From an optimization exercise on the open Yosys and OpenROAD flow, aimed at small area and a short achievable clock period; shortcuts taken in it are not production practice.
Only simulation tests tie the RTL to the original design; equivalence was not proved.
No activity file was given, so power comes from the tool's default toggle rates.

==> design.v <==
typedef enum bit [4:0] {
    ARITHMETIC,
    MEMORY,
    BRANCH,
    JUMP
} OP_TYPES;
typedef enum bit [5:0] {
    ADD,
    SUB,
    XOR,
    OR,
    AND,
    SLL,
    SRL,
    SRA,
    SLT,
    SLTU,
    EQ,
    LUI,
    AUIPC,
    MUL,
    MULH,
    MULSU,
    MULU,
    DIV,
    DIVU,
    REM,
    REMU
} ARITHMETIC_TYPES;
typedef enum bit [5:0] {
    LB,
    LH,
    LW,
    LBU,
    LHU,
    SB,
    SH,
    SW
} MEMORY_TYPES;
typedef enum bit [5:0] {
    BEQ,
    BNE,
    BLT,
    BGE,
    BLTU,
    BGEU
} BRANCH_TYPES;
typedef enum bit [5:0] {
    JAL,
    JALR
} JUMP_TYPES;
typedef struct packed {
    logic [31:0] instr_addr;  
    logic [4:0] op_type;  
    logic [6:0] op_spec;  
    logic [4:0] rd_ind;  
    logic [31:0] rs1_dat;  
    logic [31:0] rs2_dat;  
    logic [31:0] imm_val;  
} d_e_WI;
typedef struct packed {
    logic [4:0] op_type;   
    logic [6:0] op_spec;  
    logic [4:0] rd_ind;  
    logic [31:0] reg_dat;  
    logic [31:0] jmp_addr;  
    logic jmp_tk;  
} e_w_WI;
module radd #(
    parameter int N = 32
) (
    input  logic [N-1:0] x,
    input  logic [N-1:0] y,
    input  logic         ci,
    output logic [N-1:0] s,
    output logic         co
);
    logic [N:0] c;
    assign c[0] = ci;
    for (genvar i = 0; i < N; ++i) begin : g_fa
        assign s[i] = x[i] ^ y[i] ^ c[i];
        assign c[i + 1] = (x[i] & y[i]) | (c[i] & (x[i] ^ y[i]));
    end
    assign co = c[N];
endmodule
module fadd (
    input  logic [31:0] x,
    input  logic [31:0] y,
    input  logic        ci,
    output logic [31:0] s,
    output logic        co
);
    logic [31:0] G [6];
    logic [31:0] P [6];
    assign G[0] = (x & y) | {31'b0, ci & (x[0] | y[0])};
    assign P[0] = x | y;
    for (genvar l = 0; l < 5; ++l) begin : g_l
        for (genvar i = 0; i < 32; ++i) begin : g_b
            if (((i >> l) & 1) == 1) begin : g_m
                assign G[l + 1][i] = G[l][i] | (P[l][i] & G[l][((i >> l) << l) - 1]);
                assign P[l + 1][i] = P[l][i] & P[l][((i >> l) << l) - 1];
            end else begin : g_p
                assign G[l + 1][i] = G[l][i];
                assign P[l + 1][i] = P[l][i];
            end
        end
    end
    assign s = x ^ y ^ {G[5][30:0], ci};
    assign co = G[5][31];
endmodule
module finc (
    input  logic [31:0] x,
    input  logic        ci,
    output logic [31:0] s
);
    logic [31:0] G [6];
    logic [31:0] P [6];
    assign G[0] = {31'b0, ci & x[0]};
    assign P[0] = x;
    for (genvar l = 0; l < 5; ++l) begin : g_l
        for (genvar i = 0; i < 32; ++i) begin : g_b
            if (((i >> l) & 1) == 1) begin : g_m
                assign G[l + 1][i] = G[l][i] | (P[l][i] & G[l][((i >> l) << l) - 1]);
                assign P[l + 1][i] = P[l][i] & P[l][((i >> l) << l) - 1];
            end else begin : g_p
                assign G[l + 1][i] = G[l][i];
                assign P[l + 1][i] = P[l][i];
            end
        end
    end
    assign s = x ^ {G[5][30:0], ci};
endmodule
module md_rows_hi #(
    parameter int JH = 0,
    parameter int JL = 0
) (
    input  logic           div,
    input  logic [31:0]    acc_in,
    input  logic [31:0]    y,
    input  logic           ci,
    input  logic [JH:JL]   ssel,
    output logic [JH:JL]   q,
    output logic [31:0]    acc_out
);
    function automatic [31:0] bk32(input [31:0] g, input [31:0] p);
        reg [31:0] G, P;
        integer l, i;
        begin
            G = g;
            P = p;
            for (l = 0; l < 5; l = l + 1)
                for (i = 0; i < 32; i = i + 1)
                    if (((i + 1) % (1 << (l + 1))) == 0) begin
                        G[i] = G[i] | (P[i] & G[i - (1 << l)]);
                        P[i] = P[i] & P[i - (1 << l)];
                    end
            for (l = 3; l >= 0; l = l - 1)
                for (i = 0; i < 32; i = i + 1)
                    if (((i + 1) % (1 << (l + 1))) == (1 << l) && i >= (1 << (l + 1))) begin
                        G[i] = G[i] | (P[i] & G[i - (1 << l)]);
                        P[i] = P[i] & P[i - (1 << l)];
                    end
            bk32 = G;
        end
    endfunction
    logic [31:0] acc [JL:JH + 1];
    assign acc[JH + 1] = acc_in;
    for (genvar j = JH; j >= JL; --j) begin : g_row
        localparam int N = 32 - j;
        logic [N-1:0] x, yy, c, cin;
        logic co, sel;
        logic [31:0] gg, pp, cc;
        assign x = acc[j + 1][31:j];
        assign yy = y[N-1:0];
        assign gg = (x & yy) | {{(N - 1){1'b0}}, ci & (x[0] | yy[0])};
        assign pp = x | yy;
        assign cc = bk32(gg, pp);
        assign c = cc[N-1:0];
        if (N > 1) begin : g_n
            assign cin = {c[N-2:0], ci};
        end else begin : g_1
            assign cin = ci;
        end
        assign co = c[N-1];
        assign sel = div ? (co & ssel[j]) : ssel[j];
        assign q[j] = sel;
        if (j > 0) begin : g_lo
            assign acc[j] = {x ^ ({N{sel}} & (yy ^ cin)), acc[j + 1][j-1:0]};
        end else begin : g_lo0
            assign acc[j] = x ^ ({N{sel}} & (yy ^ cin));
        end
    end
    assign acc_out = acc[JL];
endmodule
module md_rows_lo #(
    parameter int JH = 0,
    parameter int JL = 0
) (
    input  logic           div,
    input  logic [31:0]    acc_in,
    input  logic [31:0]    y,
    input  logic           ci,
    input  logic [JH:JL]   ssel,
    output logic [JH:JL]   q,
    output logic [31:0]    acc_last,    
    output logic [31:0]    acc_out
);
    function automatic [31:0] bk32(input [31:0] g, input [31:0] p);
        reg [31:0] G, P;
        integer l, i;
        begin
            G = g;
            P = p;
            for (l = 0; l < 5; l = l + 1)
                for (i = 0; i < 32; i = i + 1)
                    if (((i + 1) % (1 << (l + 1))) == 0) begin
                        G[i] = G[i] | (P[i] & G[i - (1 << l)]);
                        P[i] = P[i] & P[i - (1 << l)];
                    end
            for (l = 3; l >= 0; l = l - 1)
                for (i = 0; i < 32; i = i + 1)
                    if (((i + 1) % (1 << (l + 1))) == (1 << l) && i >= (1 << (l + 1))) begin
                        G[i] = G[i] | (P[i] & G[i - (1 << l)]);
                        P[i] = P[i] & P[i - (1 << l)];
                    end
            bk32 = G;
        end
    endfunction
    logic [31:0] acc [JL:JH + 1];
    assign acc[JH + 1] = acc_in;
    for (genvar j = JH; j >= JL; --j) begin : g_row
        localparam int N = 32 - j;
        logic [N-1:0] x, yy, c, cin;
        logic co, sel;
        logic [31:0] gg, pp, cc;
        assign x = acc[j + 1][31:j];
        assign yy = y[N-1:0];
        assign gg = (x & yy) | {{(N - 1){1'b0}}, ci & (x[0] | yy[0])};
        assign pp = x | yy;
        assign cc = bk32(gg, pp);
        assign c = cc[N-1:0];
        if (N > 1) begin : g_n
            assign cin = {c[N-2:0], ci};
        end else begin : g_1
            assign cin = ci;
        end
        assign co = c[N-1];
        assign sel = div ? (co & ssel[j]) : ssel[j];
        assign q[j] = sel;
        if (j > 0) begin : g_lo
            assign acc[j] = {x ^ ({N{sel}} & (yy ^ cin)), acc[j + 1][j-1:0]};
        end else begin : g_lo0
            assign acc[j] = x ^ ({N{sel}} & (yy ^ cin));
        end
    end
    assign acc_last = acc[JL + 1];
    assign acc_out = acc[JL];
endmodule
module execute (
    input logic clk,
    input logic rst_n,
    input logic [31:0] instr_addr,  
    input logic [4:0] op_type,  
    input logic [6:0] op_spec,  
    input logic [4:0] rd_ind,  
    input logic [31:0] rs1_dat,  
    input logic [31:0] rs2_dat,  
    input logic [31:0] imm_val,  
    output logic [4:0] e_op_type,
    output logic [6:0] e_op_spec,
    output logic [4:0] e_rd_ind,
    output logic [31:0] e_reg_dat,
    output logic [31:0] e_jmp_addr,
    output logic e_jmp_tk,
    input logic flush,
    output logic [31:0] mem_addr_out,  
    output logic [31:0] mem_dat_out,  
    output logic mem_read_en,  
    output logic mem_write_en,  
    input logic stall_in_bk,  
    input logic stall_in_ft,  
    output logic stall_out_ft  
);
    localparam int K = 12;
    logic t_ar, t_mem, t_br, t_jmp;
    assign t_ar  = (op_type == 5'd0);
    assign t_mem = (op_type == 5'd1);
    assign t_br  = (op_type == 5'd2);
    assign t_jmp = (op_type == 5'd3);
    logic [5:0] sp;
    assign sp = op_spec[5:0];
    logic [31:0] a, b;
    assign a = rs1_dat;
    assign b = op_spec[6] ? imm_val : rs2_dat;
    logic do_sub;
    assign do_sub = t_br | (t_ar & (sp != 6'd0));
    logic [31:0] cb;
    assign cb = t_ar ? b : (t_br ? rs2_dat : imm_val);
    logic [31:0] as;
    logic as_co;
    fadd u_as (.x(a), .y(cb ^ {32{do_sub}}), .ci(do_sub), .s(as), .co(as_co));
    logic ltu, lt, eq;
    assign ltu = ~as_co;
    assign lt  = (a[31] ^ cb[31]) ? a[31] : ltu;
    assign eq  = (as == 32'b0);
    logic [31:0] pc_imm, pc4;
    logic unused_co1, unused_co2;
    radd #(.N(32)) u_pci (.x(instr_addr), .y(imm_val), .ci(1'b0), .s(pc_imm), .co(unused_co1));
    radd #(.N(30)) u_pc4 (.x(instr_addr[31:2]), .y(30'b0), .ci(1'b1), .s(pc4[31:2]), .co(unused_co2));
    assign pc4[1:0] = instr_addr[1:0];
    logic md_op, md_div, md_shr, md_sra, md_sh;
    assign md_op  = t_ar & ((sp == 6'd5) | (sp == 6'd6) | (sp == 6'd7) | (sp == 6'd13)
                          | (sp == 6'd17) | (sp == 6'd19));
    assign md_div = sp[4];                    
    assign md_sh  = ~sp[3] & ~sp[4];          
    assign md_shr = sp[1];                    
    assign md_sra = sp[1] & sp[0] & a[31];    
    logic [31:0] a_rev;
    for (genvar i = 0; i < 32; ++i) begin : g_rev
        assign a_rev[i] = a[31 - i];
    end
    logic [31:0] shx;
    assign shx = (md_shr ? a_rev : a) ^ {32{md_sra}};
    logic [31:0] sdec;
    for (genvar i = 0; i < 32; ++i) begin : g_dec
        assign sdec[i] = (b[4:0] == i);
    end
    logic [31:0] yd, ryd;
    assign yd = b ^ {32{~b[31]}};
    for (genvar i = 0; i < 32; ++i) begin : g_ryd
        assign ryd[i] = yd[31 - i];
    end
    logic [31:0] PA [6];
    logic [31:0] PO [6];
    assign PA[0] = ryd;
    assign PO[0] = b;
    for (genvar l = 0; l < 5; ++l) begin : g_pl
        for (genvar i = 0; i < 32; ++i) begin : g_pb
            if (((i >> l) & 1) == 1) begin : g_m
                assign PA[l + 1][i] = PA[l][i] & PA[l][((i >> l) << l) - 1];
                assign PO[l + 1][i] = PO[l][i] | PO[l][((i >> l) << l) - 1];
            end else begin : g_p
                assign PA[l + 1][i] = PA[l][i];
                assign PO[l + 1][i] = PO[l][i];
            end
        end
    end
    logic [31:0] hz;
    assign hz[0] = 1'b1;
    for (genvar j = 1; j < 32; ++j) begin : g_hz
        assign hz[j] = PA[5][j - 1] & (~b[31] | PO[5][31 - j]);
    end
    logic [31:0] md_y, md_ssel;
    logic md_ci;
    assign md_y    = md_div ? yd : (md_sh ? shx : b);
    assign md_ci   = md_div & ~b[31];
    assign md_ssel = md_div ? hz : (md_sh ? sdec : a);
    logic [31:K] q_hi;
    logic [31:0] acc_mid;
    md_rows_hi #(.JH(31), .JL(K)) u_md_hi (
        .div(md_div),
        .acc_in(md_div ? (a ^ {32{a[31]}}) : 32'b0),
        .y(md_y),
        .ci(md_ci),
        .ssel(md_ssel[31:K]),
        .q(q_hi),
        .acc_out(acc_mid)
    );
    logic nq;
    assign nq = (a[31] ^ b[31]) & PO[5][31];
    logic [31:0] reg_dat, jmp_addr;
    logic jmp_tk;
    always_comb begin
        reg_dat = 32'b0;
        if (t_ar) begin
            case (sp)
                6'd0, 6'd1: reg_dat = as;
                6'd2: reg_dat = a ^ b;
                6'd3: reg_dat = a | b;
                6'd4: reg_dat = a & b;
                6'd8: reg_dat = {31'b0, lt};
                6'd9: reg_dat = {31'b0, ltu};
                6'd11: reg_dat = imm_val;
                6'd12: reg_dat = pc_imm;
                default: reg_dat = 32'b0;
            endcase
        end else if (t_jmp) begin
            reg_dat = pc4;
        end
    end
    always_comb begin
        jmp_addr = 32'b0;
        if (t_br) jmp_addr = pc_imm;
        else if (t_jmp) begin
            if (op_spec == 7'd0) jmp_addr = pc_imm;
            else if (op_spec == 7'd1) jmp_addr = {as[31:1], 1'b0};
        end
    end
    always_comb begin
        jmp_tk = 1'b0;
        if (t_jmp) jmp_tk = 1'b1;
        else if (t_br) begin
            case (op_spec)
                7'd0: jmp_tk = eq;
                7'd1: jmp_tk = ~eq;
                7'd2: jmp_tk = lt;
                7'd3: jmp_tk = ~lt;
                7'd4: jmp_tk = ltu;
                7'd5: jmp_tk = ~ltu;
                default: jmp_tk = 1'b0;
            endcase
        end
    end
    always_comb begin
        mem_addr_out = t_mem ? as : 32'b0;
        mem_read_en  = t_mem & (op_spec <= 7'd4);
        mem_write_en = t_mem & (op_spec >= 7'd5) & (op_spec <= 7'd7);
        case (op_spec)
            7'd5: mem_dat_out = {24'b0, rs2_dat[7:0]};
            7'd6: mem_dat_out = {16'b0, rs2_dat[15:0]};
            7'd7: mem_dat_out = rs2_dat;
            default: mem_dat_out = 32'b0;
        endcase
        if (!t_mem) mem_dat_out = 32'b0;
    end
    localparam int W = 17 + 32 + 32 + 1 + 1 + (32 - K) + K + 7;
    logic [W-1:0] e_d, e_q;
    assign e_d = {
        op_type, op_spec, rd_ind,
        md_op ? acc_mid : reg_dat,
        md_op ? md_y : jmp_addr,
        jmp_tk,
        md_op,
        q_hi,
        md_ssel[K-1:0],
        md_div, md_shr, md_sh, md_sra, a[31], nq, md_ci
    };
    always_ff @(posedge clk) begin
        if (~rst_n | (flush & ~stall_in_ft)) e_q <= '0;
        else if (~stall_in_ft) e_q <= e_d;
    end
    logic [4:0] r_op_type, r_rd_ind;
    logic [6:0] r_op_spec;
    logic [31:0] r_f1, r_f2;
    logic r_jmp_tk, r_md;
    logic [31:K] r_q;
    logic [K-1:0] r_ss;
    logic r_div, r_shr, r_sh, r_sra, r_a31, r_nq, r_ci;
    assign {r_op_type, r_op_spec, r_rd_ind, r_f1, r_f2, r_jmp_tk, r_md, r_q, r_ss,
            r_div, r_shr, r_sh, r_sra, r_a31, r_nq, r_ci} = e_q;
    logic [K-1:0] q_lo;
    logic [31:0] md_x0;
    logic [31:0] md_r;
    md_rows_lo #(.JH(K - 1), .JL(0)) u_md_lo (
        .div(r_div),
        .acc_in(r_f1),
        .y(r_f2),
        .ci(r_ci),
        .ssel(r_ss),
        .q(q_lo),
        .acc_last(md_x0),
        .acc_out(md_r)
    );
    logic [31:0] md_q;
    assign md_q = {r_q, q_lo};
    logic [31:0] eb1, eb2, et1, et2;
    assign eb1 = r_f2;
    assign eb2 = {r_f2[30:0], r_ci};
    assign et1[0] = md_x0[0] ^ eb1[0] ^ r_ci;
    assign et2[0] = md_x0[0] ^ eb2[0] ^ r_ci;
    for (genvar i = 1; i < 32; ++i) begin : g_e
        assign et1[i] = md_x0[i] ^ eb1[i] ^ (md_x0[i - 1] & eb1[i - 1]);
        assign et2[i] = md_x0[i] ^ eb2[i] ^ (md_x0[i - 1] & eb2[i - 1]);
    end
    logic e;
    assign e = r_a31 & (q_lo[0] ? (&et2) : (&et1));
    logic [31:0] qx, qx1, div_res, rem_res, md_rrev, md_res;
    logic qci;
    assign qx = md_q ^ {32{r_nq}};
    assign qci = r_nq ^ e;
    logic [31:0] QA [6];
    assign QA[0] = {qx[30:1], 2'b11};    
    for (genvar l = 0; l < 5; ++l) begin : g_ql
        for (genvar i = 0; i < 32; ++i) begin : g_qb
            if (((i >> l) & 1) == 1 && i > 0) begin : g_m
                assign QA[l + 1][i] = QA[l][i] & QA[l][((i >> l) << l) - 1];
            end else begin : g_p
                assign QA[l + 1][i] = QA[l][i];
            end
        end
    end
    assign qx1[0] = ~qx[0];
    for (genvar i = 1; i < 32; ++i) begin : g_qi
        assign qx1[i] = qx[i] ^ (qx[0] & QA[5][i]);
    end
    assign div_res = qci ? qx1 : qx;
    assign rem_res = r_a31 ? (e ? 32'b0 : ~md_r) : md_r;
    for (genvar i = 0; i < 32; ++i) begin : g_rrev
        assign md_rrev[i] = md_r[31 - i] ^ r_sra;
    end
    always_comb begin
        if (r_div) md_res = r_shr ? rem_res : div_res;
        else if (r_sh & r_shr) md_res = md_rrev;
        else md_res = md_r;
    end
    assign e_op_type  = flush ? 5'b0 : r_op_type;
    assign e_op_spec  = flush ? 7'b0 : r_op_spec;
    assign e_rd_ind   = flush ? 5'b0 : r_rd_ind;
    assign e_reg_dat  = flush ? 32'b0 : (r_md ? md_res : r_f1);
    assign e_jmp_addr = (flush | r_md) ? 32'b0 : r_f2;
    assign e_jmp_tk   = flush ? 1'b0 : r_jmp_tk;
    logic s_q;
    always_ff @(posedge clk) begin
        if (~rst_n) s_q <= 1'b0;
        else s_q <= stall_in_bk | flush;
    end
    assign stall_out_ft = s_q;
endmodule
==> flow/run.sh <==
#!/bin/bash
# The standard layout, except that synthesis maps some modules (kept separate by
# SYNTH_HIERARCHICAL) with their own ABC scripts and delay targets:
#   md_rows_hi / md_rows_lo (the multiply/divide array rows before / after the
#   result register): flow/abc_hi.script / flow/abc_lo.script
#   execute (the top module's own logic): flow/abc_top.script
#   fadd (the ALU / address adder): flow/abc_fadd.script
# Every other module uses the standard ABC script.
set -euo pipefail
W=$(pwd)
F=$W/flow
{
  cat <<EOT
proc abc {args} {
  set i [lsearch -exact \$args -script]
  foreach {sel scr} {*md_rows_hi* abc_hi *md_rows_lo* abc_lo execute abc_top fadd abc_fadd} {
    yosys abc {*}[lreplace \$args [expr {\$i + 1}] [expr {\$i + 1}] $F/\$scr.script] \$sel
  }
  yosys abc {*}\$args * *md_rows_hi* %d *md_rows_lo* %d execute %d fadd %d
}
EOT
  cat "$W/synth_recipe.tcl"
} > "$W/synth_split.tcl"
bash "$W/standard.sh" SYNTH_SCRIPT="$W/synth_split.tcl" finish > "$W/flow_make.log" 2>&1
==> flow/abc_fadd.script <==
strash
dch
map -D 3500
topo
stime -c
buffer -c
upsize -c -D 3500
dnsize -c -D 3500
==> flow/abc_hi.script <==
strash
dch
map -D 26000
topo
stime -c
buffer -c
upsize -c -D 26000
dnsize -c -D 26000
==> flow/abc_lo.script <==
strash
dch
map -D 26000
topo
stime -c
buffer -c
upsize -c -D 26000
dnsize -c -D 26000
==> flow/abc_top.script <==
strash
dch
map -D 2000
topo
stime -c
buffer -c
upsize -c -D 2000
dnsize -c -D 2000
==> standard.sh <==
#!/bin/bash
# synth_recipe.tcl (not shown) runs the flow's synth.tcl, then flattens the netlist and writes it again
# the make line also repeats each setting of config.mk as NAME=value (left out here)
make -C /OpenROAD-flow-scripts/flow DESIGN_CONFIG=/design/flow/config.mk WORK_HOME=/design/flow/orfs CLKGATE_MAP_FILE= SYNTH_SCRIPT=/design/flow/synth_recipe.tcl "${@:-finish}"
==> config.mk <==
export PLATFORM = sky130hd
export DESIGN_NAME = execute
export DESIGN_NICKNAME = execute
export VERILOG_FILES = /design/flow/design.v
export SDC_FILE = /design/flow/constraint.sdc
export NUM_CORES = 4
export LEC_CHECK = 0
export ABC_AREA = 1
export CAP_MARGIN = 20
export CORE_MARGIN = 2
export CORE_UTILIZATION = 50
export PLACE_DENSITY = 0.65
export SLEW_MARGIN = 20
export SYNTH_HIERARCHICAL = 1
export SYNTH_MINIMUM_KEEP_SIZE = 0
==> constraint.sdc <==
create_clock -name core_clock -period 110.0 [get_ports {clk}]
set_input_delay 22.0000 -clock core_clock [delete_from_list [all_inputs] [get_ports {clk}]]
set_output_delay 22.0000 -clock core_clock [all_outputs]
set_load 0.01 [all_outputs]
==> results of run 1 <==
state kept, by name, indices dropped and copies added, names as in the netlist:
name  cells
s_q       1
e_q     120
power by group through the flow:
| stage | combinational (W) | clock (W) | sequential [W] |
|---|---|---|---|
| after global placement | 0.000502 | 0 | 0.0000504 |
| after detailed placement | 0.000506 | 0 | 0.0000504 |
| final | 0.000521 | 0.0000566 | 0.0000496 |
| after global routing | 0.000572 | 0.0000587 | 0.0000497 |
| after floorplan | 0.000390 | 0 | 0.0000484 |
| after CTS | 0.000509 | 0.0000566 | 0.0000494 |
layout by cell type (no fill, tap or decap), types with 54 or more instances in the layout:
cell	instances
nand4_1	54
nor2_1	1186
a21oi_1	693
nor3_1	112
xnor2_1	213
nand3_1	204
o21ai_0	523
nand2_1	1266
fa_1	68
buf_4	137
xor2_1	794
ha_1	189
dfxtp_1	119
a22oi_1	105
clkdlybuf4s50_1	294
inv_1	996
o22ai_1	108
area by class of cell:
type | instances | area, µm²
Fill cell | 9641 | 40800
Antenna cell | 4 | 10.0
Timing Repair Buffer | 434 | 3990
Sequential cell | 121 | 2420
Inverter | 1067 | 4010
Tap cell | 1176 | 1470
Clock buffer | 17 | 425
Multi-Input combinational cell | 6207 | 36900
Clock inverter | 15 | 150
worst min path at each step:
| stage | start | end | slack, ps | cells after the start |
|---|---|---|---|---|
| global placement | e_q[110] | e_q[110] | 450 | 2 |
| CTS | e_q[108] | e_q[108] | 470 | 2 |
| global route | e_q[117] | e_q[117] | 480 | 2 |
| finish | e_q[108] | e_q[108] | 460 | 2 |
| detailed placement | e_q[108] | e_q[108] | 460 | 2 |
| floorplan | e_q[105] | e_q[105] | 450 | 2 |
worst min-delay path: stages, from the launching register on:
cell,delay (ps)
dfxtp_1,310
nand2_1,60
a21oi_1,50
through the flow:
step                total power [W]  instance area, µm²  std cells  worst slack (ps)  util (%)
floorplan                  0.000438               45700       7838             58650         -
global placement           0.000552               48800       9004             47840      54.1
detailed placement         0.000556               48800       9004             47660      54.1
CTS                        0.000615               49400       9036             47040      54.8
global route               0.000680               49400       9038             42550      54.8
finish                     0.000627               49400       9041             46400      54.8
metal layers:
layer	global-route usage (%)	vias to the layer above	share of wire (%)
li1	-	25400	-
met1	53.9	24900	39
met2	68.2	3060	43
met3	8.15	706	10
met4	30.0	4	8.1
met5	0	-	0.011
==> out/summary.md, run 1 <==
Summing every instance area after synthesis gives 0.0455 mm². The reg-to-reg critical path startpoint was e_q[48]. The initial antenna violation count is 6, and the number of buffers on the longest clock path is 2. The worst vdd rail ir drop is 0.0195 mV. The logs give 0 ps for the maximum clock skew at final layout and 7.9% for the part of the power in registers. The tools report the worst reg-to-reg setup slack as 108200 ps. The congestion estimate from routability-driven global placement came to 1.06.

The synthesis-to-finish area growth was 8.45%. Counting buffers and inverters, the worst setup path is 219 cells deep. Startpoint class of the critical path: a flop. The first routing iteration left 6375 violations. The die is 306 µm wide. The path depth of the worst reg2reg path was 3; the ratio of final minimum period to clock period was 57.8%. In the routed layout, each cell is associated on average with a via count of 5.98.

The tools report the later-pin clock latency in the skew report as 460 ps. Endpoint of the most critical register-to-register path: e_q[48]. The worst stage delay on the critical path was 800 ps.

The average instance in the mapped netlist occupies 5.83 µm². Detailed placement ended at an HPWL of 164000 µm. Gates resized during post-CTS repair numbered 0. The power per cell area came out at 12.7 mW/mm². The endpoint type of the worst setup path was a primary output.

After clock tree synthesis, the setup repair step added 0 buffers. In this run the static leakage power is 21.9 nW. For this design the total switching power over the nets is 0.000383 W.

In this run the worst hold path is classified as reg2reg. The sum of overflow across all layers after global routing is 0, and the final routed wirelength across all metal layers is 210000 µm. Data on the critical path is required at its endpoint by 88000 ps. The fraction of power consumed by the clock network is 9.0%, and the number of global-route vias before repair is 49.2k. The logs give 50.5% for the initial cell density of the core and 0.0901 mm² for the area of the core. Headroom to the max-slew limit came out at 12.9%. The smallest hold slack is 465 ps.

The clock root buffer was clkbuf_16. Share of total power consumed by net switching: 61.0%. The critical path data arrival time was 41600 ps; the number of hold violations in the final report was 0.

Setup repair after global routing left no endpoint under its margin. Along the worst path, the maximum fanout reaches 31. The worst setup path is of the reg2out kind. The clock period minus worst slack was 63600 ps; the number of detailed-route iterations in the first pass was 9. The I/O pin count came out at 299. The post-route netlist has 5.70% of its cells at a drive strength greater than 1. Synthesis produced 7805 cells. For the pin with the worst max-slew slack, the measured transition is 1290 ps. TritonCTS built the clock tree. Entering global routing, the biggest net connects 82 pins. After clock tree synthesis, the clock-pin slew on the worst setup and hold paths is 70 ps. The first global-routing pass estimated 311000 µm of wire. Row generation in the floorplan step produced 110 rows.

The clock drives 121 sinks. Across every metal layer, demand over resource in global routing totals 43.5%. For the number of maximum-capacitance constraint violations, the log shows 0. The critical path's top delay family was simple AND/OR/NAND/NOR gates.

After detailed routing, the average wire length per cell comes to 23.2 µm. The combinational fraction of design power is 83.1%. At the end of the flow, the number of nets in the layout was 8255. The run gives 17 as the number of CTS-inserted buffers.

For this run, design rule violations remaining after detail routing come to 0. The origin of the worst setup path was e_q[0]. The die outline height is 306 µm. Static timing analysis puts the maximum clock frequency at 15.7 MHz.

Following the worst setup path forward leads to its endpoint at e_reg_dat[27]. The number of port buffers is 298. The run finished with no timing, DRC or antenna violations.

The total of warnings raised by yosys came out at 17. Counting both buffers and inverters, the worst setup path holds a total of 42. The run gives 4 as the number of H-tree levels. The die covers 0.0935 mm².

Setup violations remaining at the end of the flow were counted as 0. Hold repair after CTS inserted 0 buffers. The logs give 0.000245 W for the internal power component and 0 ps for the post-route setup TNS.

The routed layout has 54.1k vias. The largest individual stage delay along the critical path comes from the cell o21a_1. The tools report the post-detailed-route count of antenna-violating nets as 0. The max-slew violation count is 0. In this design, the critical path's most frequently occurring cell is nand2_1.
==> run 2, diff against run 1 <==
--- a/flow/run.sh
+++ b/flow/run.sh
@@ -7,4 +7,5 @@
 #   fadd (the ALU / address adder): flow/abc_fadd.script
 # Every other module uses the standard ABC script.
+# Port buffers (one per input and output port, as standard) use buf_1 cells.
 set -euo pipefail
 W=$(pwd)
@@ -22,3 +23,3 @@
   cat "$W/synth_recipe.tcl"
 } > "$W/synth_split.tcl"
-bash "$W/standard.sh" SYNTH_SCRIPT="$W/synth_split.tcl" finish > "$W/flow_make.log" 2>&1
+bash "$W/standard.sh" SYNTH_SCRIPT="$W/synth_split.tcl" "BUFFER_PORTS_ARGS=-buffer_cell sky130_fd_sc_hd__buf_1" finish > "$W/flow_make.log" 2>&1
==> out/summary.md, run 2 <==
TritonCTS built the clock tree. The routed design uses 20400 µm of met3 wire. Synthesized area divided by synthesized cell count: 5.83 µm². The routed design has 210000 µm of wire. Area of the mapped netlist: 0.0455 mm². The power per cell area works out to 13.1 mW/mm². Number of hold violations in the final report: 0.

The run gives 6 as the number of detailed-route iterations in the first pass. The run finished with no timing, DRC or antenna violations. The remaining max-slew budget at the tightest pin came out at 17.8%. Together, buffers and inverters on the worst path number 41. In this run the critical register-to-register path is captured at e_q[58]. The slowest cell on the critical path is inv_1. The worst hold path terminates at e_q[116]. The number of clock buffers added by TritonCTS is 17. The number of design-rule violations left by the first detailed-router iteration is 5866, and the path depth of the worst reg2reg path is 3. Detailed placement ended at an HPWL of 164000 µm. The number of placed instances, taps included, is 9001. The run gives 4 as the number of H-tree levels. Setup violations remaining at the end of the flow were counted as 0. Total of warnings raised by yosys: 17.

The overall track demand over capacity in global routing was 43.4%; the clock transition time at the flip-flop clock pins of the worst setup and hold paths was 70 ps. The die covers 0.0935 mm². The worst hold path depth was 2. The library cells used most frequently in the layout, excluding fill and tap cells, are nand2_1 (1266), nor2_1 (1186), inv_1 (996). Entering global routing, the biggest net connects 82 pins. For this run, design rule violations remaining after detail routing come to 0. The post-detailed-route count of antenna-violating nets is 0. The register with the most flip-flops in the layout has 120 of them. The worst reg-to-reg setup slack is 108220 ps, and the ratio of final minimum period to clock period is 57.5%.

The routed wire length per instance is 23.2 µm. Setup repair after global routing left no endpoint under its margin. For the worst setup path, the data required time is 88000 ps.

The largest registers in the layout are e_q x120, s_q x1. For the worst setup path, the data arrival time is 41240 ps. Max-cap violations in this run came to 0.

The tools report the endpoint type of the worst setup path as a primary output. The number of buffers on the longest clock path was 2. The initial cell density of the core was 50.5%; the synthesis-to-finish area growth was 4.42%.

Worst vdd rail ir drop: 0.0161 mV. Of the cells placed in the final design, the portion with a size suffix greater than 1 is 5.65%. The max-slew violation count is 0. Ranked by flip-flop count, first place goes to e_q.

The highest metal layer carrying signal wires in the routed design is met5. Broken down by cell family, the worst path's largest delay share belongs to simple AND/OR/NAND/NOR gates. The most critical setup path has its startpoint at e_q[44]. For the finished layout, the period the worst path requires is 63240 ps. The initial antenna violation count came out at 13. Power comes to 0.000622 W. Along the worst path, the maximum fanout reaches 31.

Clock tree synthesis selected as its root buffer the cell clkbuf_16. The run gives 0 as the setup fix buffers added after clock tree synthesis. The clock net in this run drives a total of 121 sinks.

At the pin with the least slew margin, the transition time is 1230 ps. Synthesis handed over a netlist of 7805 instances. STA classifies the critical path startpoint as a flop. For this design the top-level I/O count stands at 299.

In the routed layout, each cell is associated on average with a via count of 5.92. Gates resized during post-CTS repair numbered 0. In this design, the critical path's most frequently occurring cell is nand2_1. For this block, wires on met1 add up to 81100 µm. Most frequent standard cell in the layout excluding fill and tap cells: nand2_1. For the worst-skew pair, the clock arrives at the later sink with an insertion delay of 460 ps. The filler cells instantiated in the layout total 9673.

The first global-routing pass estimated 309000 µm of wire. The final layout contains 8252 nets. The width of the chip works out to 306 µm. The startpoint identified for the worst register-to-register timing path is e_q[58]. The run gives 48.8k as the number of global-route vias before repair.

After global routing the overflow that remains totals 0. The area of the core was 0.0901 mm²; the total met2 wirelength after detailed routing was 90200 µm. In this run the most critical hold path is launched from e_q[116].

Once layout is complete, the cells apart from fillers number 9041. For this run, the top clock speed supported by timing is 15.8 MHz. The classification of the worst setup path was reg2out. The die outline height came out at 306 µm. The floorplan has 110 rows. Detailed routing inserted a total of 53.5k vias. The worst stage delay on the critical path was 790 ps.

The path class of the tightest hold or removal check is reg2reg. The maximum clock skew at final layout is 0 ps, and the leakage power total is 21.2 nW. The number of port buffers came out at 298. Routability-driven placement finished with a final weighted congestion of 1.06. In this run, post-CTS hold repair placed 0 buffers.

In the final timing run, aggregate negative setup slack is 0 ps.
-- run 2: layer usage --
layer / GRT usage [%] / vias up
li1: - / 25400
met5: 0 / -
met2: 68.3 / 2765
met3: 8.72 / 672
met1: 52.8 / 24600
met4: 31.4 / 14
-- run 2: how the worst max path moves through the flow --
| stage | depth (start not counted) | slack, ps | end |
|---|---|---|---|
| 4_1_cts | 222 | 46840 | e_reg_dat[10] |
| 5_1_grt | 220 | 42550 | e_reg_dat[10] |
| 3_3_place_gp | 220 | 47740 | e_reg_dat[10] |
| 2_1_floorplan | 244 | 58650 | e_q[95] |
| 6_report | 221 | 46760 | e_reg_dat[10] |
| 3_5_place_dp | 222 | 47470 | e_reg_dat[10] |
-- run 2: power breakdown --
part / switching [W] / internal, W
Clock: 0.0000281 / 0.0000301
Combinational: 0.000350 / 0.000164
Sequential: 0.00000375 / 0.0000459
-- run 2: cell type report --
type / instances / area (µm²) / area share [%]
multi-input cells: 6207 / 36900 / 77.6
inverters: 1067 / 4010 / 8.43
flip-flops and latches: 121 / 2420 / 5.10
repair buffers: 431 / 2140 / 4.50
well taps: 1176 / 1470 / 3.09
clock buffers: 17 / 425 / 0.895
clock inverters: 15 / 154 / 0.324
diodes: 7 / 17.5 / 0.0368
-- run 2: worst reg2reg max path, delay by kind of cell, from the launching register on --
family,cells,cell delay [ps]
AO/OA/AOI/OAI,2,280
buffers and inverters,1,460
flip-flops,1,970
-- run 2: through the flow --
stage | worst slack, ps | hold slack (ps) | cell area, µm² | util (%)
after global placement | 47740 | 452 | 46900 | 52.1
after CTS | 46840 | 467 | 47500 | 52.7
after global routing | 42550 | 485 | 47500 | 52.7
final | 46760 | 465 | 47500 | 52.7
after detailed placement | 47470 | 457 | 46900 | 52.1
after floorplan | 58650 | 445 | 45700 | -
==> run 3, diff against run 2 <==
--- a/design.v
+++ b/design.v
@@ -282,5 +282,5 @@
     output logic stall_out_ft  
 );
-    localparam int K = 12;
+    localparam int K = 11;
     logic t_ar, t_mem, t_br, t_jmp;
     assign t_ar  = (op_type == 5'd0);
==> out/summary.md, run 3 <==
The HPWL after detailed placement is 165000 µm. Wires add up to 208000 µm. The routed wire length per instance is 23.0 µm, and the worst reg-to-reg setup slack is 108580 ps.

The number of flip-flops under the largest register name is 120. The number of sinks driven by the clock tree is 121. The later-pin clock latency in the skew report came out at 470 ps. The classification of the worst setup path was reg2out.

Along the worst path, the maximum fanout reaches 32. Post-CTS repair changed the size of 0 cells. For this design, the CTS-stage hold fixing added 0 buffers. The die outline height works out to 306 µm. The most repeated library cell on the critical path is nand2_1.

For the worst setup path, the data required time is 88000 ps. In this run the power density over the cells is 13.9 mW/mm². The tools report the initial antenna violation count as 9. The worst pin sits at a relative slew slack of 15.5%.

Once the floorplan was initialized, standard cells occupied 50.6% of the core. Data on the critical path arrives at its endpoint at 38930 ps. In this run the static leakage power is 20.9 nW. After the last flow step, the layout net total stands at 8255.

For the weighted congestion reported at the end of routability-driven placement, the log shows 1.07. The max-slew violation count came out at 0. The floorplan has 110 rows. Adding up every negative setup slack in the final design gives 0 ps.

The floorplan step defined a die boundary enclosing 0.0938 mm². Pin placement for this block handled 299 I/O pins. For the remaining design rule violation count, the log shows 0. Setup repair after global routing left no endpoint under its margin.

The path depth of the worst reg2reg path is 3, and the post-synthesis instance total is 7796. Dividing the detail-routed via count by the number of cells gives 5.95. The worst-case IR drop observed on VDD is 0.0212 mV. The tools report the number of cells in the finished layout apart from fillers as 9041.

TritonCTS built the clock tree. The class of the most critical hold timing path was reg2reg. Clock skew on the completed layout was measured at 0 ps. From synthesis to final layout, the design area changed by 4.52%.

In this run the horizontal extent of the chip is 306 µm. For this run, the detailed router's first-pass iteration total came to 7. The ratio of final minimum period to clock period was 55.4%; the synthesized area divided by synthesized cell count was 5.86 µm².

Timing would allow up to 16.4 MHz. For the setup fix buffers added after clock tree synthesis, the log shows 0. The clock transition time at the flip-flop clock pins of the worst setup and hold paths was 60 ps; the area of the mapped netlist was 0.0457 mm². Post-detailed-route count of antenna-violating nets: 0. The clock tree synthesis step divided the H-tree into 4 levels. The run gives 308000 µm as the first-pass GRT wire length. The endpoint of the most critical register-to-register path was e_q[53].

The number of vias in the routed layout came out at 53.8k. Area of the core: 0.0903 mm². The slew at the pin closest to its max-slew limit came out at 1270 ps. The worst hold path terminates at e_q[118].

The tools report the launch point of the worst hold path as e_q[118]. Ranked by flip-flop count, first place goes to e_q. In this run the critical register-to-register path is launched from e_q[53]. In this design, the stage delay of the slowest critical-path cell is 730 ps. Hold timing on the final database bottoms out at a slack of 467 ps.

The number of buffers on the longest clock path is 2, and the clock period minus worst slack is 60930 ps. Number of hold violations in the final report: 0. Clock tree synthesis selected as its root buffer the cell clkbuf_16. The startpoint class of the critical path is a flop.

The number of cells in the design after placement was 9005. The largest registers in the layout are e_q x120, s_q x1. The finished cells cover 0.0477 mm². The run finished with no timing, DRC or antenna violations. The tools report the number of maximum-capacitance constraint violations as 0.

The slowest cell on the critical path is clkinv_1. The logs give 0 for the sum of overflow across all layers after global routing and 0.0471 mm² for the cell area after placement. The total of warnings raised by yosys is 17.

The fraction of layout cells with a size suffix above 1 works out to 6.12%. For the number of design-rule violations left by the first detailed-router iteration, the log shows 6328. The tools report the maximum number of pins on one net before global-route repair as 92.

Global routing used 43.0% of the available tracks across all layers. Clock tree synthesis inserted a total of 17 buffers. For the number of global-route vias before repair, the log shows 48.6k. Setup violations remaining at the end of the flow were counted as 0.

The number of port buffers came out at 298. The top cell types in the final layout, fill and taps aside, are nand2_1 (1300), nor2_1 (1224), inv_1 (968). Worst hold path depth: 2. Leaving out fill and tap cells, the most frequent cell in the layout is nand2_1. STA classifies the critical path endpoint as a primary output.
-- run 3: critical path: cells and delay by family (launching register included) --
kind / cells / cell delay, ps
adder cells (fa/ha/maj): 1 / 370
XOR/XNOR: 10 / 2350
AND/OR/NAND/NOR: 97 / 15520
AO/OA/AOI/OAI: 56 / 10480
buffers and inverters: 47 / 9160
flip-flops: 1 / 310
-- run 3: how the worst max path moves through the flow --
stage | from | slack (ps) | cells past startpoint | end
detailed placement | op_spec[6] | 49220 | 225 | e_q[100]
global placement | op_spec[6] | 49510 | 226 | e_q[100]
CTS | op_spec[6] | 49600 | 225 | e_q[100]
floorplan | rs2_dat[31] | 57250 | 238 | e_q[86]
global route | e_q[45] | 45770 | 211 | e_reg_dat[9]
finish | e_q[45] | 49070 | 211 | e_reg_dat[9]
-- run 3: stage by stage --
stage	util, %	worst slack, ps	total power [W]
2_1_floorplan	-	57250	0.000472
3_3_place_gp	52.2	49510	0.000587
3_5_place_dp	52.2	49220	0.000589
4_1_cts	52.8	49600	0.000651
5_1_grt	52.9	45770	0.000721
6_report	52.9	49070	0.000662
-- run 3: report_power, final --
group          internal, W   total, W  switching [W]
combinational     0.000179   0.000553       0.000374
clock            0.0000329  0.0000596      0.0000267
sequential       0.0000459  0.0000496     0.00000369
-- run 3: cell type report --
cell class	count	area (µm²)
clock inverters	13	133
clock buffers	19	453
multi-input cells	6249	37200
diodes	4	10.0
inverters	1017	3830
flip-flops and latches	121	2420
fillers	9530	42600
repair buffers	442	2210
well taps	1176	1470
-- run 3: per-layer routing --
metal	global-route usage [%]	share of wire, %	vias up
li1	-	-	25400
met1	53.7	39	24700
met2	67.3	43	2949
met3	7.01	9.3	626
met4	30.3	8.4	10
met5	0	0.032	-
==> run 4, diff against run 3 <==
--- a/design.v
+++ b/design.v
@@ -282,5 +282,5 @@
     output logic stall_out_ft  
 );
-    localparam int K = 11;
+    localparam int K = 12;
     logic t_ar, t_mem, t_br, t_jmp;
     assign t_ar  = (op_type == 5'd0);
==> flow/abc_lo.script (replaced) <==
strash
dch
map -D 19000
topo
stime -c
buffer -c
upsize -c -D 19000
dnsize -c -D 19000
==> out/summary.md, run 4 <==
The flow ran to the end and the layout has no timing, DRC or antenna violations. After clock tree synthesis, the setup repair step added 0 buffers. The largest registers in the layout are e_q x120, s_q x1. Buffers inserted during clock tree synthesis total 17.

The number of sinks driven by the clock tree was 121; the number of vias per cell after detailed routing was 5.93. Max-cap violations in this run came to 0. The first-pass GRT wire length is 308000 µm.

The H-tree was split into 4 levels. The post-synthesis instance total is 7992. The required time of the worst setup path was 110310 ps.

The remaining max-slew budget at the tightest pin was 11.2%. Yosys printed 17 warnings. The final critical path takes up 55.0% of the cycle. Across the routed clock network, the largest skew measured is 0 ps.

The setup check on the worst reg-to-reg path leaves a slack of 108180 ps. The tools report the die area as 0.0999 mm². The tools report the later-pin clock latency in the skew report as 430 ps. Setup repair after global routing left no endpoint under its margin. Cell row count: 114. For this design the static power due to leakage is 22.4 nW.

The number of port buffers was 298; the number of hold violations in the final report was 0. The cell that appears most often on the critical path is nand2_1. The slowest cell on the critical path is a21boi_2. The mapped netlist covers 0.0487 mm². At the end of routability-driven placement, the weighted congestion stood at 1.09. Timing would allow up to 16.5 MHz.

Internal power comes to 0.000249 W. The worst setup path is launched from an input pin. The tools report the number of buffers on the longest clock path as 2. The tools report the fraction of power consumed by the clock network as 9.5%. At the worst endpoint, the arrival time is 60850 ps.

In the layout the commonest cells are nand2_1 (1464), nor2_1 (988), inv_1 (917). 299 I/O pins were placed. The synthesized area divided by synthesized cell count is 6.09 µm². For this design the total switching power over the nets is 0.000379 W. The sum of overflow across all layers after global routing is 0. The count of endpoints failing setup in the final report was 0; the number of flip-flops under the largest register name was 120. Critical path's top delay family: compound AO/OA/AOI/OAI gates. The tools report the max-slew violation count as 0.

The run gives 5 as the initial antenna violation count. The worst vdd rail ir drop was 0.0115 mV. The tree is rooted in a clkbuf_16. In this run the vertical extent of the chip is 316 µm. For the post-detailed-route count of antenna-violating nets, the log shows 0. The run gives 50.4k as the number of global-route vias before repair.

TritonCTS built the clock tree. In this run switching power makes up 60.4% of total power. The maximum number of pins on one net before global-route repair is 82. For the pin with the worst max-slew slack, the measured transition is 1320 ps.

The worst-path maximum fanout was 60. The number of buffers inserted by hold repair at cts is 0, and the number of design-rule violations left by the first detailed-router iteration is 6065. The number of vias in the routed layout is 55.1k.

Counting flops per register, the top entry is e_q. The tools report the combinational fraction of design power as 82.6%. Across every metal layer, demand over resource in global routing totals 40.0%. Post-route setup TNS: 0 ps. The run gives 0.0966 mm² as the area of the core. The class of the most critical hold timing path was reg2reg.

The first detailed-routing pass ran for 8 iterations. The run gives 0 as the quantity of gates resized following cts. The critical path contains buffers and inverters numbering 34 combined. For this run, design rule violations remaining after detail routing come to 0. STA classifies the critical path endpoint as a flop. After clock tree synthesis, the clock-pin slew on the worst setup and hold paths is 60 ps. The clock period minus worst slack was 60550 ps; the routed wire length per instance was 22.3 µm.

The net count of the finished layout is 8420. Power per cell area: 12.6 mW/mm². For this configuration, the core starts out at a cell density of 50.4%. The final routed wirelength across all metal layers was 207000 µm; the cell area after placement was 0.0490 mm². The final instance area is 0.0497 mm². The synthesis-to-finish area growth is 1.99%, and the estimated wirelength of the detail-placed design is 164000 µm.

The width of the chip is 316 µm. The worst stage delay on the critical path came out at 710 ps. The classification of the worst setup path was in2reg. The fraction of layout cells with a size suffix above 1 came out at 8.78%.

Leaving out fill and tap cells, the most frequent cell in the layout is nand2_1. The part of the power in registers was 7.9%.
## run 4: cell types whose count changed in the layout (fill, tap and decap cells not counted), moves of 43 or more
cell and change:
a21oi_1 +97, inv_1 -51, nand2_1 +164, nand2_2 +46
nand3_1 +107, nor2_1 -236, o21ai_0 -43, xor2_1 -99
## run 4: path summary, 6_finish.rpt
path,start,to,cells after the start
hold reg to reg,e_q[109],e_q[109],2
hold / removal,e_q[109],e_q[109],2
setup / recovery,op_spec[6],e_q[101],235
setup reg to reg,e_q[45],e_q[45],3
## run 4: cell type report
cell class | count | area [µm²]
timing repair buffer | 428 | 2100
sequential | 121 | 2420
fill | 10300 | 46900
clock buffer | 22 | 474
inverter | 998 | 3750
multi-input combinational | 6447 | 39200
tap | 1276 | 1600
clock inverter | 10 | 140
antenna | 2 | 5.00
## run 4: per-stage QoR
step / cells / hold slack, ps / power [W] / util (%) / setup slack, ps
global placement: 9270 / 452 / 0.000552 / 50.8 / 49640
global route: 9302 / 479 / 0.000682 / 51.4 / 45500
floorplan: 8025 / 445 / 0.000448 / - / 58650
detailed placement: 9270 / 457 / 0.000557 / 50.8 / 49360
finish: 9304 / 464 / 0.000628 / 51.4 / 49450
CTS: 9302 / 466 / 0.000619 / 51.4 / 49660
## run 4: power groups by stage
stage / registers, W / clock network [W] / logic (W)
CTS: 0.0000492 / 0.0000598 / 0.000510
floorplan: 0.0000486 / 0 / 0.000400
finish: 0.0000493 / 0.0000597 / 0.000519
global route: 0.0000494 / 0.0000615 / 0.000572
detailed placement: 0.0000501 / 0 / 0.000507
global placement: 0.0000501 / 0 / 0.000502
## run 4: worst min-delay path: cells and delay by family, from the launching register on
kind | cells | cell delay (ps)
simple gates | 1 | 60
flops | 1 | 310
compound gates | 1 | 50
## run 4: metal layers
metal  GRT usage [%]  vias to the layer above  share of wire [%]
met5               0                        -              0.021
met4            25.8                        6                7.4
met3            7.44                      588                9.8
met2            63.2                     2747                 43
met1            49.9                    25600                 39
li1                -                    26200                  -
==> run 5, diff against run 4 <==
==> flow/abc_hi.script (replaced) <==
strash
dch
map -D 21000
topo
stime -c
buffer -c
upsize -c -D 21000
dnsize -c -D 21000
==> out/summary.md, run 5 <==
The flow ran to the end and the layout has no timing, DRC or antenna violations. The final critical path takes up 53.5% of the cycle. Setup repair after global routing left no endpoint under its margin. The worst hold path endpoint is e_q[109].

The library cell used most frequently in the layout, excluding fill and tap cells, is nand2_1. After clock tree synthesis, the clock-pin slew on the worst setup and hold paths is 60 ps. The overall track demand over capacity in global routing was 39.5%. The worst pin sits at a relative slew slack of 20.8%. The path depth of the worst reg2reg path was 3; the worst hold path depth was 2.

In the final routed layout, each cell accounts on average for 22.3 µm. The worst-path maximum fanout was 67; the die outline height was 325 µm. In this run the core area contains 117 standard-cell rows. The largest registers in the layout are e_q x120, s_q x1.

For met1 alone, demand over resource in global routing was 48.9%. For the worst reg-to-reg setup slack, the log shows 108430 ps. The quantity of gates resized following cts is 0.

The tools report the met3 track demand over resource as 5.75%. The min-delay analysis places its worst path in the category reg2reg. The run gives 0 as the sum of overflow across all layers after global routing. The power per cell area came out at 13.3 mW/mm².

The logs give 0.0523 mm² for the final instance area and 88000 ps for the required time of the worst setup path. The tools report the setup fix buffers added after clock tree synthesis as 0. After the first detailed-routing iteration, the DRC count stood at 5747.

The maximum number of pins on one net before global-route repair is 82, and the number of H-tree levels is 4. The number of vias in the routed layout was 58.7k; the number of CTS-inserted buffers was 17. The max-slew violation count was 0. The width of the chip is 325 µm, and the worst stage delay on the critical path is 860 ps.

More flip-flops sit in one register than any other, and that register is e_q. The post-synthesis instance total is 8457. Remaining design rule violation count: 0.

The logs give 6 for the number of detailed-route iterations in the first pass and 53.7k for the number of global-route vias before repair. The number of hold violations in the final report came out at 0. Counting I/O delays and the setup requirement, the final critical path takes 58810 ps. Peak-usage layer in the global routing report: met2. Static timing analysis puts the maximum clock frequency at 17.0 MHz. STA classifies the critical path endpoint as a primary output.

The detail route stage leaves a number of antenna-violating nets equal to 0. Launch point of the worst hold path: e_q[109]. Yosys printed 17 warnings. The number of sinks driven by the clock tree was 121; the I/O pin count was 299. Number of maximum-capacitance constraint violations: 0. The run gives 174000 µm as the estimated wirelength of the detail-placed design. From synthesis to final layout, the design area changed by 1.43%. The post-route setup TNS is 0 ps. The number of flip-flops under the largest register name works out to 120. The endpoint identified for the worst register-to-register timing path is e_q[58]. For this block, the routed nets add up to 219000 µm of wire. Slowest cell on the critical path: a211oi_2.

The worst register-to-register path begins at e_q[58]. In this run the standard cell core region covers 0.102 mm². The global routing met2 resource utilization is 64.8%, and the number of buffers on the longest clock path is 2. In the layout the commonest cells are nand2_1 (1663), inv_1 (941), nor2_1 (928). Hold timing on the final database bottoms out at a slack of 463 ps. The run gives 0 as the number of buffers inserted by hold repair at cts. Most repeated library cell on the critical path: nand2_1.

Port buffering added 298 buffers. After the last flow step, the layout net total stands at 8866. After detailed placement, the total cell area comes to 0.0517 mm². The first-pass GRT wire length was 325000 µm; the leakage power total was 23.9 nW. The clock reaches the later pin of the worst-skew pair after 440 ps.

The critical path starts at e_q[44]. The tools report the initial cell density of the core as 50.6%. Count of endpoints failing setup in the final report: 0.

The synthesized area divided by synthesized cell count is 6.10 µm², and the maximum clock skew at final layout is 0 ps. STA classifies the critical path startpoint as a flop. The slew at the pin closest to its max-slew limit was 1180 ps.

At the worst endpoint, the arrival time is 36810 ps. Across the VDD grid, the largest voltage drop is 0.0114 mV. The area of the mapped netlist was 0.0516 mm²; the fraction of layout cells with a size suffix above 1 was 9.87%. TritonCTS built the clock tree. The die area was 0.106 mm². The clock root buffer is clkbuf_16. Using the TritonRoute via totals, the vias-per-cell ratio works out to 5.96. The initial antenna violation count is 6, and the weighted congestion reported at the end of routability-driven placement is 1.05.

The classification of the worst setup path was reg2out.
==> run 5: critical path, delay by kind of cell, from the launching register on <==
family                 cells  cell delay, ps
buffers and inverters     26            6590
XOR/XNOR                  10            3210
AO/OA/AOI/OAI             69           14950
flip-flops                 1             310
AND/OR/NAND/NOR           80           10900
==> run 5: layout make-up <==
cell class | count | area [µm²]
clock buffer | 21 | 460
sequential | 121 | 2420
tap | 1368 | 1710
multi-input combinational | 6853 | 41500
antenna | 1 | 2.50
timing repair buffer | 439 | 2220
clock inverter | 11 | 144
fill | 11000 | 49700
inverter | 1027 | 3880
==> run 5: through the flow <==
| step | std cells | setup slack (ps) | utilization [%] | total power, W |
|---|---|---|---|---|
| final | 9841 | 51190 | 51.3 | 0.000697 |
| after global placement | 9806 | 52710 | 50.6 | 0.000615 |
| after CTS | 9838 | 51860 | 51.2 | 0.000684 |
| after global routing | 9840 | 49050 | 51.3 | 0.000761 |
| after floorplan | 8489 | 61730 | - | 0.000503 |
| after detailed placement | 9806 | 52330 | 50.6 | 0.000623 |
==> run 5: where the power goes <==
group / internal (W) / switching [W]
Combinational: 0.000178 / 0.000412
Sequential: 0.0000459 / 0.00000319
Clock: 0.0000368 / 0.0000222
Total: 0.000260 / 0.000437
==> run 5: how the worst max path moves through the flow <==
stage / end / slack, ps
after detailed placement: e_q[87] / 52330
final: e_reg_dat[3] / 51190
after floorplan: e_q[103] / 61730
after global routing: e_reg_dat[3] / 49050
after global placement: e_q[87] / 52710
after CTS: e_reg_dat[3] / 51860
==> run 5: metal layers <==
metal,routed length [µm],part of all wire (%)
met4,15100,6.9
met3,18500,8.4
met1,87000,40
met2,98500,45
met5,45,0.021

[static timing again, ports no longer ideal]
How much do the figures lean on ideal ports? The routed layouts below were timed once more, with nothing changed but the port constraints. Step 1 (the two cells are an assumption about what drives the block):
set clk [get_ports {clk}]
set_driving_cell -lib_cell sky130_fd_sc_hd__clkbuf_16 $clk
set_driving_cell -lib_cell sky130_fd_sc_hd__buf_2 [delete_from_list [all_inputs] $clk]
Step 2 adds t to the input delays and takes it off the output delays; t is the mean of the earliest and latest rising clock arrival at the registers after step 1. Input paths then give back, and output paths get back, about the clock's delay inside the block. Three values: ideal ports, drivers, drivers and shift; two values: the first two.
| run | t (ns) | setup slack, ns | worst register clock-pin slew, ns | worst data-port slew with drivers (ns) | pins driven straight from the clock port |
|---|---|---|---|---|---|
| run 1 | 0.522 | 46.404 / 46.345 / 46.867 | 0.07 / 0.07 | 0.11 | 1 |
| run 2 | 0.531 | 46.756 / 46.703 / 47.234 | 0.09 / 0.09 | 0.06 | 1 |
| run 3 | 0.529 | 49.069 / 49.007 / 48.806 | 0.09 / 0.09 | 0.11 | 1 |
| run 4 | 0.492 | 49.452 / 49.484 / 48.992 | 0.06 / 0.06 | 0.07 | 1 |
| run 5 | 0.500 | 51.190 / 51.122 / 51.623 | 0.07 / 0.07 | 0.05 | 1 |
After both steps setup and hold are still met in every run listed. The setup slack of run 4, which loses most, moves by +0.032 ns with the drivers and by -0.460 ns with both steps.
